Source: an optimization exercise on an open RTL-to-GDS flow (aim: small area). Production flows keep margins and buffers that such runs may drop. In this exercise RTL edits were held to simulation tests only and were not proved equivalent to the original. No activity file was given, so power comes from the tool's default toggle rates.

===== flow/constraint.sdc =====
create_clock -name core_clock -period 10.0 [get_ports {clk}]
set_input_delay 2.0000 -clock core_clock [delete_from_list [all_inputs] [get_ports {clk}]]
set_output_delay 2.0000 -clock core_clock [all_outputs]
set_load 0.01 [all_outputs]

===== flow/run.sh =====
#!/bin/bash
# synth_recipe.tcl (not shown) runs the flow's synth.tcl, then flattens the netlist and writes it again
# the make line also repeats each setting of config.mk as NAME=value (left out here)
make -C /OpenROAD-flow-scripts/flow DESIGN_CONFIG=/design/flow/config.mk WORK_HOME=/design/flow/orfs CLKGATE_MAP_FILE= SYNTH_SCRIPT=/design/flow/synth_recipe.tcl finish

===== flow/design.v =====
`timescale 1ns / 1ps
module timer_parameter
    #(parameter FINAL_VALUE = 255)(
    input clk,
    input rst,
    input enable,
    output done
    );
    localparam BITS = $clog2(FINAL_VALUE);
    reg [BITS - 1:0] Q_reg, Q_next;
    always @(posedge clk)
    begin
        if (rst)
            Q_reg <= 0;
        else if(enable)
            Q_reg <= Q_next;
        else
            Q_reg <= Q_reg;
    end
    assign done = Q_reg == FINAL_VALUE;
    always @(*)
        Q_next = done? 'b0: Q_reg + 1;
endmodule
`timescale 1ns / 1ps
module debouncer_delayed_fsm(
    input clk,
    input rst,
    input noisy, timer_done,
    output timer_reset, debounced
    );
    reg [1:0] state_reg, state_next;
    parameter s0 = 0, s1 = 1, s2 = 2, s3 = 3;
    always @(posedge clk)
    begin
		if (rst)
			state_reg <= s0;
		else
			state_reg <= state_next;
    end
    always @(*)
    begin
        state_next = state_reg;
        case(state_reg)
            s0: if (noisy)
                    state_next = s0;
                else if (~noisy)
                    state_next = s1;
            s1: if (noisy)
                    state_next = s0;
                else if (~noisy & ~timer_done)
                    state_next = s1;
                else if (~noisy & timer_done)
                    state_next = s2;
            s2: if (noisy)
                    state_next = s3;
                else if (~noisy)
                    state_next = s2;
            s3: if (~noisy)
                    state_next = s2;
                else if (noisy & ~timer_done)
                    state_next = s3;
                else if (noisy & timer_done)
                    state_next = s0;
            default: state_next = s0;                                             
        endcase
    end
    assign timer_reset = (state_reg == s0) | (state_reg == s2);
    assign debounced = (state_reg == s2) | (state_reg == s3);
endmodule
`timescale 1ns / 1ps
module debouncer_delayed(
    input clk,
    input rst,
    input noisy,
    output debounced
    );
    wire timer_done, timer_reset;
    debouncer_delayed_fsm FSM0(
        .clk(clk),
        .rst(rst),
        .noisy(noisy),
        .timer_done(timer_done),
        .timer_reset(timer_reset),
        .debounced(debounced)
    );
    timer_parameter #(.FINAL_VALUE(19)) T0(
        .clk(clk),
        .rst(rst),
        .enable(~timer_reset),
        .done(timer_done)
    );
endmodule
`timescale 1ns / 1ps
module edge_detector(
    input clk,
    input rst,
    input level,
    output p_edge, n_edge, _edge
    );
    reg state_reg, state_next;
    parameter s0 = 0, s1 = 1;
    always @(posedge clk)
    begin
		if (rst)
			state_reg <= s0;
		else
			state_reg <= state_next;
    end
    always @(*)
    begin
        case(state_reg)
            s0: if (level)
                    state_next = s1;
                else
                    state_next = s0;
            s1: if (level)
                    state_next = s1;
                else
                    state_next = s0;
            default: state_next = s0;                
        endcase
    end
    assign p_edge = (state_reg == s0) & level;
    assign n_edge = (state_reg == s1) & ~level;
    assign _edge = p_edge | n_edge;
endmodule
`timescale 1ns / 1ps
module button(
    input clk,
    input rst,
    input button,
    output debounced,
    output p_edge, n_edge, _edge
    );
    debouncer_delayed DD0(
        .clk(clk),
        .rst(rst),
        .noisy(button),
        .debounced(debounced)
    );
    edge_detector ED0(
        .clk(clk),
        .rst(rst),
        .level(debounced),
        .p_edge(p_edge),
        .n_edge(n_edge),
        ._edge(_edge)
    );
endmodule
module button_top( 
	input clk,
	input rst,
	input logic0_button, logic1_button, activity_button,
	output logic0, logic1, activity,
	output reg activity_reset
); 
	parameter PUSH_TIME = 511;
	integer button_timer;
	integer count_enable;
	wire act_n;
	button logic0_btn (
		.clk(clk),
		.rst(rst),
		.button(logic0_button),
		.p_edge(logic0)
	);
	button logic1_btn (
		.clk(clk),
		.rst(rst),
		.button(logic1_button),
		.p_edge(logic1)
	);
	button activity_btn (
		.clk(clk),
		.rst(rst),
		.button(activity_button),
		.n_edge(activity),
		.p_edge(act_n)
	);
	always @(posedge clk) begin 
		if (rst) begin
			count_enable <= 0;
			button_timer <= 0;
			activity_reset <= 0;
		end else begin
		if (act_n == 1) begin 
			count_enable <= 1; 
		end 
		if (activity == 1) begin 
			count_enable <= 0;
			button_timer <= 0;	
		end 
		if (count_enable == 1 && activity == 0) begin 
			button_timer <= button_timer + 1; 
		end 
		if (button_timer == PUSH_TIME) begin
			activity_reset <= 1;
			button_timer <= 0;	
		end else begin
			activity_reset <= 0;
		end
		end
	end
endmodule 
module controller(
						input clk,
						input rst,
						input logic_0_button,
						input logic_1_button,
						input activity_button,
						input activity_reset,
						input [6:0] addr,
						output reg [1:0] q_a,
						output [4:0] xout,  
						output [4:0] yout,  
						output [4:0] scoreCircOut,  
						output [4:0] scoreTrigOut,  
						output [1:0] currentTurn,  
						output [3:0] pressCounterxOut,
						output [3:0] pressCounteryOut,
						output [2:0] st_out,
						output debugOut,
						output reg winCondition,
						output reg [3:0] movTrig,
						output reg [3:0] movCirc,
						output reg [1:0] slope,
						output reg [6:0] lastMovx,
						output reg [6:0] lastMovy,
						output reg recentMovflag,
						output reg bonus1,
						output reg [3:0] rptx,
						output reg [3:0] rpty,
						output reg [3:0] rpcx,
						output reg [3:0] rpcy,
						output reg [3:0] xpre,
						output reg [3:0] ypre,
						output reg drawCon,
						output reg error
 						);
reg [1:0] board [0:127];
reg [8:0] bookKeeper[25:0];
reg [2:0] game_st;
parameter parse_inp_st = 3'b000;  
parameter invld_mv_st = 3'b001; 
parameter win_chck_st = 3'b010; 
parameter modulo_st = 3'b011;
parameter rst_st = 3'b111; 
parameter rstParam = 255;  
parameter movParam = 25;				 
parameter buttonactivehighlow = 1;  
integer movCounter;  
reg [31:0] rstCounter;  
reg [3:0] pressCounterx;  
reg [3:0] pressCountery;
integer bookKeeperrst;
integer i3;
integer j3;
reg [1:0] prevTurn;  
reg [4:0] y;  
reg [4:0] x;  
reg firstMove;  
integer scoreTrig;
integer scoreCirc;
integer dxmin, dymin, dxmax, dymax, negdiagoffset_min, negdiagoffset_max, posdiagoffset_min, posdiagoffset_max;
integer dx, dy, negdiagoffset, posdiagoffset;
integer xcounter;
integer ycounter;
integer posdiagcounter;
integer negdiagcounter;
integer checker_st;  
wire [31:0] row_idx = y*10 + x + dx;
wire [31:0] col_idx = (y + dy)*10 + x;
wire [31:0] pos_idx = (y + posdiagoffset)*10+ x + posdiagoffset;
wire [31:0] neg_idx = (y - negdiagoffset)*10 + x + negdiagoffset;
wire [31:0] mov_idx = y*10+x;
always @(posedge clk) begin
	if (rst)
		q_a <= 2'b00;
	else
		q_a <= board[addr];
end
always @(posedge clk)
begin
	if (rst) begin
		game_st <= parse_inp_st;
		movCounter <= 0;
		rstCounter <= 0;
		pressCounterx <= 0;
		pressCountery <= 0;
		prevTurn <= 0;
		x <= 0;
		y <= 0;
		firstMove <= 1;
		scoreTrig <= 0;
		scoreCirc <= 0;
		xcounter <= 0;
		ycounter <= 0;
		posdiagcounter <= 0;
		negdiagcounter <= 0;
		checker_st <= 0;
		winCondition <= 0;
		movTrig <= 0;
		movCirc <= 0;
		slope <= 0;
		lastMovx <= 0;
		lastMovy <= 0;
		recentMovflag <= 0;
		bonus1 <= 0;
		rptx <= 0;
		rpty <= 0;
		rpcx <= 0;
		rpcy <= 0;
		xpre <= 0;
		ypre <= 0;
		drawCon <= 0;
		error <= 0;
		for(i3 = 0; i3 <= 127; i3 = i3 + 1)
			board[i3] <= 2'b00;
	end else
	case (game_st)
	parse_inp_st: begin
	xcounter <= 0;
	ycounter <= 0;
	negdiagcounter <= 0;
	posdiagcounter <= 0;
	checker_st <= 0;
	if(movCounter == movParam) begin
		movCounter <= movCounter + 1;
		game_st <= modulo_st;
		pressCounterx <= 0;
		pressCountery <= 0;
	end else if(activity_reset == 1) begin 
		pressCounterx <= 0;
		pressCountery <= 0;
		x <= 0;
		y <= 0;
		game_st <= parse_inp_st;	
	end else if (firstMove == 1) begin
		prevTurn <= 'b01;
		firstMove <= 0;
	end else if(logic_0_button == buttonactivehighlow && pressCountery <= 3) begin
		y[pressCountery] <= 1'b0; 
		pressCountery <= pressCountery + 'd1;
	end else if (logic_1_button == buttonactivehighlow && pressCountery <= 3) begin
		y[pressCountery] <= 1'b1; 
		pressCountery <= pressCountery + 'd1;
	end else if ((logic_0_button == buttonactivehighlow)  && ((pressCountery == 'd4) && pressCounterx <= 3)) begin 
		x[pressCounterx] <= 1'b0; 
		pressCounterx <= pressCounterx + 'd1;
	end else if ( (logic_1_button == buttonactivehighlow) && ((pressCountery == 'd4) && (pressCounterx <= 3)) ) begin 
		x[pressCounterx] <= 1'b1; 
		pressCounterx <= pressCounterx + 'd1;
	end else if (pressCounterx == 4 && pressCountery == 4 && activity_button == buttonactivehighlow) begin
		game_st <= invld_mv_st;
		xpre <= x;
		ypre <= y;
		bonus1 <= 1;
	end else if ((pressCounterx < 4 || pressCountery < 4) && activity_button == buttonactivehighlow) begin
		pressCounterx <= 0;
		pressCountery <= 0;
		x <= 0;
		y <= 0;
		game_st <= parse_inp_st;
	end
	end  
	invld_mv_st:begin
		bonus1 <= 0;
		pressCounterx <= 0;
		pressCountery <= 0;
		if (y >= 10 || x >= 10) begin
			game_st <= parse_inp_st;
			error <= 1;
		end else if (board[mov_idx[6:0]][0] | board[mov_idx[6:0]][1]) begin
			game_st <= parse_inp_st;
			error <= 1;
		end else begin
			error <= 0;
			game_st <= modulo_st;
			board[mov_idx[6:0]] <= prevTurn;  
			bookKeeper[movCounter] <= mov_idx;
			movCounter <= movCounter + 1;
			recentMovflag <= 1;
			if (prevTurn == 'b01) begin
				movTrig <= movTrig + 1;
				rptx <= x;
				rpty <= y;
			end
			else if (prevTurn == 'b10) begin
				movCirc <= movCirc + 1;
				rpcx <= x;
				rpcy <= y;
			end
		end
	end  
	modulo_st: begin
		recentMovflag <= 0;
		case (movCounter)
			movParam + 1:  begin
								game_st <= rst_st;
								end
			11: begin
			    board[bookKeeper[0][6:0]] <= 2'b11;
				 game_st <= win_chck_st;
				 end
			12: begin
				 board[bookKeeper[1][6:0]] <= 2'b11;
				 game_st <= win_chck_st;
				 end
			23: begin
				 board[bookKeeper[2][6:0]] <= 2'b11;
				 game_st <= win_chck_st;
				 end
			24: begin
				 board[bookKeeper[3][6:0]] <= 2'b11;
				 game_st <= win_chck_st;
				 end
			default: game_st <= win_chck_st;
		endcase
		end  
	win_chck_st: begin
		case (checker_st)
			0: begin
				dxmin <= ( ( (x - (5'b00011)) > 5'b10000)) ? (-x) : -3; 
				dymin <= ( ( (y - (5'b00011)) > 5'b10000)) ? (-y) : -3;
				dxmax <= ( ( (x + (5'b00011)) >= 5'b01010)) ? (10 - x) : 3;
				dymax <= ( ( (y + (5'b00011)) >= 5'b01010)) ? (10 - y) : 3;
				checker_st <= 1;
				end
			1: begin
				dx <= dxmin;
				dy <= dymin;
				if ((-dxmin) >= (-dymin)) begin
					posdiagoffset_min <= dymin;
				end else if ((-dymin) > (-dxmin)) begin
					posdiagoffset_min <= dxmin;
				end
				if (dxmax <= dymax) begin
					posdiagoffset_max <= dxmax;
				end else if (dxmax > dymax) begin
					posdiagoffset_max <= dymax;
				end
				if ((-dymin) >= (dxmax)) begin
					negdiagoffset_max <= dxmax;
				end else if ((dxmax) > (-dymin)) begin
					negdiagoffset_max <= dymin;
				end
				if ((-dxmin) <= dymax) begin
					negdiagoffset_min <= dxmin;
				end else if ((-dxmin) > dymax) begin
					negdiagoffset_min <= dymax;
				end	
				checker_st <= 2;
				end  
			2: begin
				posdiagoffset <= posdiagoffset_min;
				negdiagoffset <= negdiagoffset_min;
				if (xcounter == 4 && prevTurn == 2'b01) begin
					scoreTrig <= scoreTrig + 1;
					game_st <= rst_st;
					winCondition <= 1;
					slope <= 'b00;
					lastMovx <= x + dx - 1;
					lastMovy <= y;
				end else if (xcounter == 4 && prevTurn == 2'b10) begin
					scoreCirc <= scoreCirc + 1;
					game_st <= rst_st;
					winCondition <= 1;
					slope <= 'b00;
					lastMovx <= x + dx - 1;
					lastMovy <= y;
				end else if(dx > dxmax) begin
					xcounter <= 0;
					checker_st <= 3;
				end else if(board[row_idx[6:0]] == prevTurn) begin
					dx <= dx + 1;
					xcounter <= xcounter + 1;	 
				end else if (board[row_idx[6:0]] != prevTurn)  begin
					dx <= dx + 1;
					xcounter <= 0;
				end			
				end 
			3: begin
				if (ycounter == 4 && prevTurn == 2'b01) begin
					scoreTrig <= scoreTrig + 1;
					game_st <= rst_st;
					winCondition <= 1;
					slope <= 'b11;
					lastMovy <= y + dy - 1;
					lastMovx <= x;
				end else if (ycounter == 4 && prevTurn == 2'b10) begin
					scoreCirc <= scoreCirc + 1;
					game_st <= rst_st;
					winCondition <= 1;
					slope <= 'b11;
					lastMovy <= y + dy - 1;
					lastMovx <= x;
				end else if(dy > dymax) begin
					ycounter <= 0;
					checker_st <= 4;
				end else if(board[col_idx[6:0]] == prevTurn) begin
					dy <= dy + 1;
					ycounter <= ycounter + 1;	
				end else begin
					dy <= dy + 1;
					ycounter <= 0;
				end
				end
			4: begin
				if (posdiagcounter == 4 && prevTurn == 2'b01) begin
					scoreTrig <= scoreTrig + 1;
					game_st <= rst_st;
					winCondition <= 1;
					slope <= 'b01;
					lastMovy <= (y + posdiagoffset - 1);
					lastMovx <= x + posdiagoffset - 1;
				end else if (posdiagcounter == 4 && prevTurn == 2'b10) begin
					scoreCirc <= scoreCirc + 1;
					game_st <= rst_st;
					winCondition <= 1;
					slope <= 'b01;
					lastMovy <= (y + posdiagoffset - 1);
					lastMovx <= x + posdiagoffset - 1;
				end else if(posdiagoffset > posdiagoffset_max) begin 
					posdiagcounter <= 0; 
					checker_st <= 5;
				end else if(board[pos_idx[6:0]] == prevTurn) begin
					posdiagoffset <= posdiagoffset + 1;
					posdiagcounter <= posdiagcounter + 1;	
				end else begin
					posdiagoffset <= posdiagoffset + 1;
					posdiagcounter <= 0;
				end
				end
			5: begin
				if (negdiagcounter == 4 && prevTurn == 2'b01) begin
					scoreTrig <= scoreTrig + 1;
					game_st <= rst_st;
					winCondition <= 1;
					slope <= 'b10;	
					lastMovy <= (y - negdiagoffset + 1);
					lastMovx <= x + negdiagoffset - 1;
				end else if (negdiagcounter == 4 && prevTurn == 2'b10) begin
					scoreCirc <= scoreCirc + 1;
					game_st <= rst_st;
					winCondition <= 1;
					slope <= 'b10;
					lastMovy <= (y - negdiagoffset + 1);
					lastMovx <= x + negdiagoffset - 1;
				end else if(negdiagoffset > negdiagoffset_max) begin 
					negdiagcounter <= 0;
					checker_st <= 0;
					game_st <= parse_inp_st;
					pressCounterx <= 0;
					pressCountery <= 0;
					x <= 0;
					y <= 0;
					prevTurn[0] <= ~prevTurn[0]; 
					prevTurn[1] <= ~prevTurn[1];
				end else if(board[neg_idx[6:0]] == prevTurn) begin
					negdiagoffset <= negdiagoffset + 1;
					negdiagcounter <= negdiagcounter + 1;	
				end else begin
					negdiagoffset <= negdiagoffset + 1;
					negdiagcounter <= 0;
				end
			end  
		endcase
	end  
	rst_st: begin
				if(rstCounter == rstParam) begin
					drawCon <= 0;
					winCondition <= 0;
					rstCounter <= 0;
					movCounter <= 0;
					movTrig <= 0;
					movCirc <= 0;
					game_st <= parse_inp_st;
					for(bookKeeperrst = 0; bookKeeperrst <= 25; bookKeeperrst = bookKeeperrst + 1) begin
						bookKeeper[bookKeeperrst] <= 0;
					end
					for(i3 = 0; i3 <= 9; i3 = i3 + 1)
					begin
						for(j3 = 0; j3 <= 9; j3 = j3 + 1)
						begin
							board[i3*10+j3] <= 2'b00;
						end
					end
					end else begin
						rstCounter <= rstCounter + 1;
						drawCon <= 1;
					end
				end 
		default: game_st <= parse_inp_st;
	endcase
	end  
	assign xout = x[4:0];
	assign yout = y[4:0];
	assign scoreCircOut = scoreCirc[4:0];
	assign scoreTrigOut = scoreTrig[4:0];
	assign currentTurn = prevTurn;
	assign pressCounterxOut = pressCounterx;
	assign pressCounteryOut = pressCountery;
	assign st_out = game_st;
	assign debugOut = logic_0_button;
endmodule
module game_engine (
    input        clk,
    input        rst,
    input        btn_logic0,
    input        btn_logic1,
    input        btn_activity,
    input  [6:0] rd_addr,
    output [1:0] rd_data,
    output [4:0] cur_x,
    output [4:0] cur_y,
    output [4:0] score_circ,
    output [4:0] score_tri,
    output [1:0] turn,
    output [3:0] press_cnt_x,
    output [3:0] press_cnt_y,
    output [2:0] state,
    output       win,
    output [3:0] mov_tri,
    output [3:0] mov_circ,
    output [1:0] slope,
    output [6:0] win_end_x,
    output [6:0] win_end_y,
    output       recent_mov,
    output       move_entered,
    output [3:0] rp_tri_x,
    output [3:0] rp_tri_y,
    output [3:0] rp_circ_x,
    output [3:0] rp_circ_y,
    output [3:0] entered_x,
    output [3:0] entered_y,
    output       game_over,
    output       error
);
    wire logic0;
    wire logic1;
    wire activity;
    wire activity_reset;
    button_top bt(
        .clk(clk),
        .rst(rst),
        .logic0_button(btn_logic0),
        .logic1_button(btn_logic1),
        .activity_button(btn_activity),
        .logic0(logic0),
        .logic1(logic1),
        .activity(activity),
        .activity_reset(activity_reset)
    );
    controller c(
        .clk(clk),
        .rst(rst),
        .logic_0_button(logic0),
        .logic_1_button(logic1),
        .activity_button(activity),
        .activity_reset(activity_reset),
        .addr(rd_addr),
        .q_a(rd_data),
        .xout(cur_x),
        .yout(cur_y),
        .scoreCircOut(score_circ),
        .scoreTrigOut(score_tri),
        .currentTurn(turn),
        .pressCounterxOut(press_cnt_x),
        .pressCounteryOut(press_cnt_y),
        .st_out(state),
        .debugOut(),
        .winCondition(win),
        .movTrig(mov_tri),
        .movCirc(mov_circ),
        .slope(slope),
        .lastMovx(win_end_x),
        .lastMovy(win_end_y),
        .recentMovflag(recent_mov),
        .bonus1(move_entered),
        .rptx(rp_tri_x),
        .rpty(rp_tri_y),
        .rpcx(rp_circ_x),
        .rpcy(rp_circ_y),
        .xpre(entered_x),
        .ypre(entered_y),
        .drawCon(game_over),
        .error(error)
    );
endmodule

===== flow/config.mk =====
export PLATFORM = sky130hd
export DESIGN_NAME = game_engine
export DESIGN_NICKNAME = game_engine
export VERILOG_FILES = /design/flow/design.v
export SDC_FILE = /design/flow/constraint.sdc
export NUM_CORES = 4
export LEC_CHECK = 0
export CAP_MARGIN = 20
export CORE_MARGIN = 2
export CORE_UTILIZATION = 40
export PLACE_DENSITY = 0.6
export SLEW_MARGIN = 20

==> notes.md <==
-- report_power, final --
part / internal (W) / switching [W] / leakage, nW
clock: 0.00217 / 0.00156 / 1.63
combinational: 0.000152 / 0.000149 / 14.2
sequential: 0.00358 / 0.0000805 / 7.41
-- routing by layer --
metal	share of wire	up-vias	global-route usage
met5	0.00022	-	0
met4	0.050	6	0.114
met3	0.10	482	0.0653
met2	0.44	2517	0.383
met1	0.40	23913	0.331
li1	-	22029	-
-- metrics by stage --
stage	worst slack [ps]	util	hold WS, ps
global route	2660	0.446	485
floorplan	4140	-	449
finish	3010	0.446	456
global placement	3350	0.423	442
detailed placement	3270	0.423	450
CTS	3230	0.446	458
-- how the worst min path moves through the flow --
stage                     depth (start not counted)                           to  slack (ps)
final                                             2                    c.rpcx[3]         460
after detailed placement                          2                    c.rpcx[3]         450
after global routing                              2                    c.rpcx[0]         490
after floorplan                                   2  bt.logic1_btn.ED0.state_reg         450
after CTS                                         2                    c.rpcx[3]         460
after global placement                            2                    c.rpcx[3]         440
-- area by class of cell --
type / instances / area [sq um]
clock buffers: 132 / 2770
well taps: 1917 / 2400
multi-input cells: 4415 / 35600
flip-flops and latches: 817 / 21100
diodes: 1 / 2.50
inverters: 262 / 983
clock inverters: 52 / 594
repair buffers: 192 / 1750
fillers: 13743 / 80900
-- Yosys cell counts (all sizes together), types with 68 or more instances --
library cell    n  area share
a21o           82       0.010
edfxtp        475        0.24
xor2          205       0.030
a21oi         343       0.029
inv           258       0.016
clkbuf        273       0.017
nor2          530       0.034
mux4          401        0.15
o31ai         121       0.015
nand2         401       0.026
o21ai         199       0.017
buf           112      0.0091
and3           76      0.0081
mux2i          83       0.014
ha            341       0.072
nand4         123       0.013
nor4           68      0.0075
dfxtp         342        0.12
nor3          377       0.032
xnor2         161       0.024
nand3         250       0.021
-- worst register-to-register path: stages (launching register included) --
cell	delay [ps]
sky130_fd_sc_hd__dfxtp_1	760
sky130_fd_sc_hd__clkinv_1	600
sky130_fd_sc_hd__ha_1	390
sky130_fd_sc_hd__inv_1	80
sky130_fd_sc_hd__a21o_1	110
sky130_fd_sc_hd__a21o_1	150
sky130_fd_sc_hd__xor2_1	400
sky130_fd_sc_hd__ha_1	310
sky130_fd_sc_hd__ha_1	280
sky130_fd_sc_hd__inv_1	40
sky130_fd_sc_hd__fa_1	470
sky130_fd_sc_hd__inv_1	40
sky130_fd_sc_hd__ha_1	340
sky130_fd_sc_hd__xnor2_2	170
sky130_fd_sc_hd__buf_4	370
sky130_fd_sc_hd__mux4_2	370
sky130_fd_sc_hd__mux2i_1	520
sky130_fd_sc_hd__mux2i_1	310
sky130_fd_sc_hd__mux2i_1	350
sky130_fd_sc_hd__xnor2_1	150
sky130_fd_sc_hd__a21oi_2	160
sky130_fd_sc_hd__buf_4	320
sky130_fd_sc_hd__nor3_1	120
-- cells by family after synthesis --
kind of cell / after synthesis / synth area share
AND/OR/NAND/NOR: 2123 / 0.176
AO/OA/AOI/OAI: 1043 / 0.114
flip-flops: 817 / 0.358
buffers and inverters: 647 / 0.0432
multiplexers: 515 / 0.173
XOR/XNOR: 370 / 0.0560
adder cells (fa/ha/maj): 364 / 0.0801
==> results.sh <==
export IMPL_grt_usage=0.250
export IMPL_cts_num_sinks=817
export IMPL_worst_r2r_startpoint="c.y[0]"
export IMPL_crit_type="reg2reg"
export IMPL_final_net_count=6162
export IMPL_instances_no_fill=7788
export IMPL_timing_critical_path_slowest_stage_cell="sky130_fd_sc_hd__dfxtp_1"
export IMPL_die_y_um=388
export IMPL_syn_inst=5879
export IMPL_worst_r2r_setup_slack_ps=3010
export IMPL_number_of_synthesized_flops_with_an_enable_pin=475
export IMPL_first_pass_iters=10
export IMPL_final_period_minus_worst_setup_slack_ps=6990
export IMPL_cts_made_buffers=98
export IMPL_relSlewSlack=0.251
export IMPL_synth_main_ff_cell="sky130_fd_sc_hd__edfxtp_1"
export IMPL_synth_async_reset_ratio=0
export IMPL_postSynthNetCount=6255
export IMPL_rsz0062_at_grt="false"
export IMPL_final_cell_area_sq_um=65200
export IMPL_synth_avg_cell_area_sq_um=10.0
export IMPL_setup_violations_final=0
export IMPL_grt_start_max_net_pins=156
export IMPL_via_per_inst=6.28
export IMPL_outcome="no timing/DRC/antenna violations"
export IMPL_layout_drive_gt1_share=0.131
export IMPL_place_detailed_instances=7602
export IMPL_dr_first_iter_drc_count=5449
export IMPL_cts_max_path_buffers=3
export IMPL_worst_slew_pin_transition_ps=1120
export IMPL_clk_insertion_delay_late_ps=760
export IMPL_fin_skew_ps=71.0
export IMPL_register_with_the_most_flip_flops="c.board"
export IMPL_largest_stage_delay_on_the_critical_path_ps=760
export IMPL_initial_core_utilization=0.404
export IMPL_worstSetupPathDepth=22
export IMPL_critPathArrivalTime_ps=7580
export IMPL_port_buffer_count=99
export IMPL_regToRegEndpoint="c.negdiagcounter[27]"
export IMPL_start_kind="register"
export IMPL_detail_route_drc_violations=0
export IMPL_cts_hold_buffers=0
export IMPL_dpl_cell_area_sq_um=61800
export IMPL_final_common_cell="sky130_fd_sc_hd__nor2_1"
export IMPL_dp_hpwl_um=133000
export IMPL_overflow=0
export IMPL_post_layout_total_power_w=0.00769
export IMPL_htreeDepth=3
export IMPL_hold_class="reg2reg"
export IMPL_placement_rows=140
export IMPL_critPathTopFamily="adder cells"
export IMPL_power_leakage_nw=23.2
export IMPL_timing_hold_worst_start="c.rpcx[3]"
export IMPL_cp_cell_sequence="clkinv_1, ha_1, inv_1, a21o_1, a21o_1, xor2_1, ha_1, ha_1, inv_1, fa_1, inv_1, ha_1, xnor2_2, buf_4, mux4_2, mux2i_1, mux2i_1, mux2i_1, xnor2_1, a21oi_2, buf_4, nor3_1"
export IMPL_timing_critical_path_to_type="register"
export IMPL_cp_data_required_time_ps=10590
export IMPL_report_final_hold_viol_count=0
export IMPL_worst_setup_hold_path_clk_slew_ps=60
export IMPL_number_of_global_route_vias_before_repair=46642
export IMPL_mappedNetlistArea_sq_um=59000
export IMPL_fp_dieW_um=388
export IMPL_peakVddDrop_uv=129
export IMPL_route_detailed_wl_per_inst_um=24.6
export IMPL_cts_resized=0
export IMPL_drv_slew=0
export IMPL_maxCapViolCount=0
export IMPL_drt_total_wl_um=192000
export IMPL_final_period_utilization=0.699
export IMPL_cts_root_buffer="sky130_fd_sc_hd__clkbuf_16"
export IMPL_total_negative_setup_slacks_ps=0
export IMPL_pin_count=100
export IMPL_yosysWarnings=6
export IMPL_routed_via_count=48947
export IMPL_reg2reg_depth=22
export IMPL_floorplan_die_area_sq_um=151000
export IMPL_post_cts_repair_setup_buffers=0
export IMPL_synth_seq_cells=817
export IMPL_pwr_density_cell_nw_per_um2=118
export IMPL_highest_count_cells_in_the_layout_ignoring_fill_and_taps="sky130_fd_sc_hd__nor2_1, sky130_fd_sc_hd__edfxtp_1, sky130_fd_sc_hd__mux4_2"
export IMPL_critical_path_endpoint="c.negdiagcounter[27]"
export IMPL_crit_buf_inv=6
export IMPL_synth_cell_types=93
export IMPL_tritoncts="done"
export IMPL_maxClockFrequency_mhz=143
export IMPL_largest_register_ffs=256
export IMPL_core_area_sq_um=146000
export IMPL_cpMostUsedCell="sky130_fd_sc_hd__ha_1"
export IMPL_grt_first_pass_wirelength_um=292000
export IMPL_synth_sequential_area_ratio=0.358
export IMPL_routabilityCongestion=0.984
export IMPL_syn_to_final_growth_pct=10.5
export IMPL_worst_setup_sp="c.y[0]"
export IMPL_antenna_left=0
export IMPL_worstPathMaxFanout=30
export IMPL_number_of_antenna_violations_at_the_first_check_in_global_routing=3

## re-timing with driven ports
The results above use ideal ports. As a check the final layout listed here was re-extracted and re-timed, cells and wires unchanged.
Step 1 (the two cells are an assumption about what drives the block):
set clk [get_ports {clk}]
set_driving_cell -lib_cell sky130_fd_sc_hd__clkbuf_16 $clk
set_driving_cell -lib_cell sky130_fd_sc_hd__buf_2 [delete_from_list [all_inputs] $clk]
Step 2 also shifts input and output timing later by t, the mid clock arrival at the registers, as if the neighbouring blocks saw the same clock.
Three values: no drivers, after step 1, after step 2; two values: the first two.
t (ns): 0.806
setup WS [ns]: 3.011 / 3.011 / 3.011
clock arrival spread, ns: 0.071 / 0.071
worst slew at a driven data input, ns: 0.04
After both steps this run still meets setup and hold. The setup slack of this run moves by 0.000 ns with the drivers and by 0.000 ns with both steps.
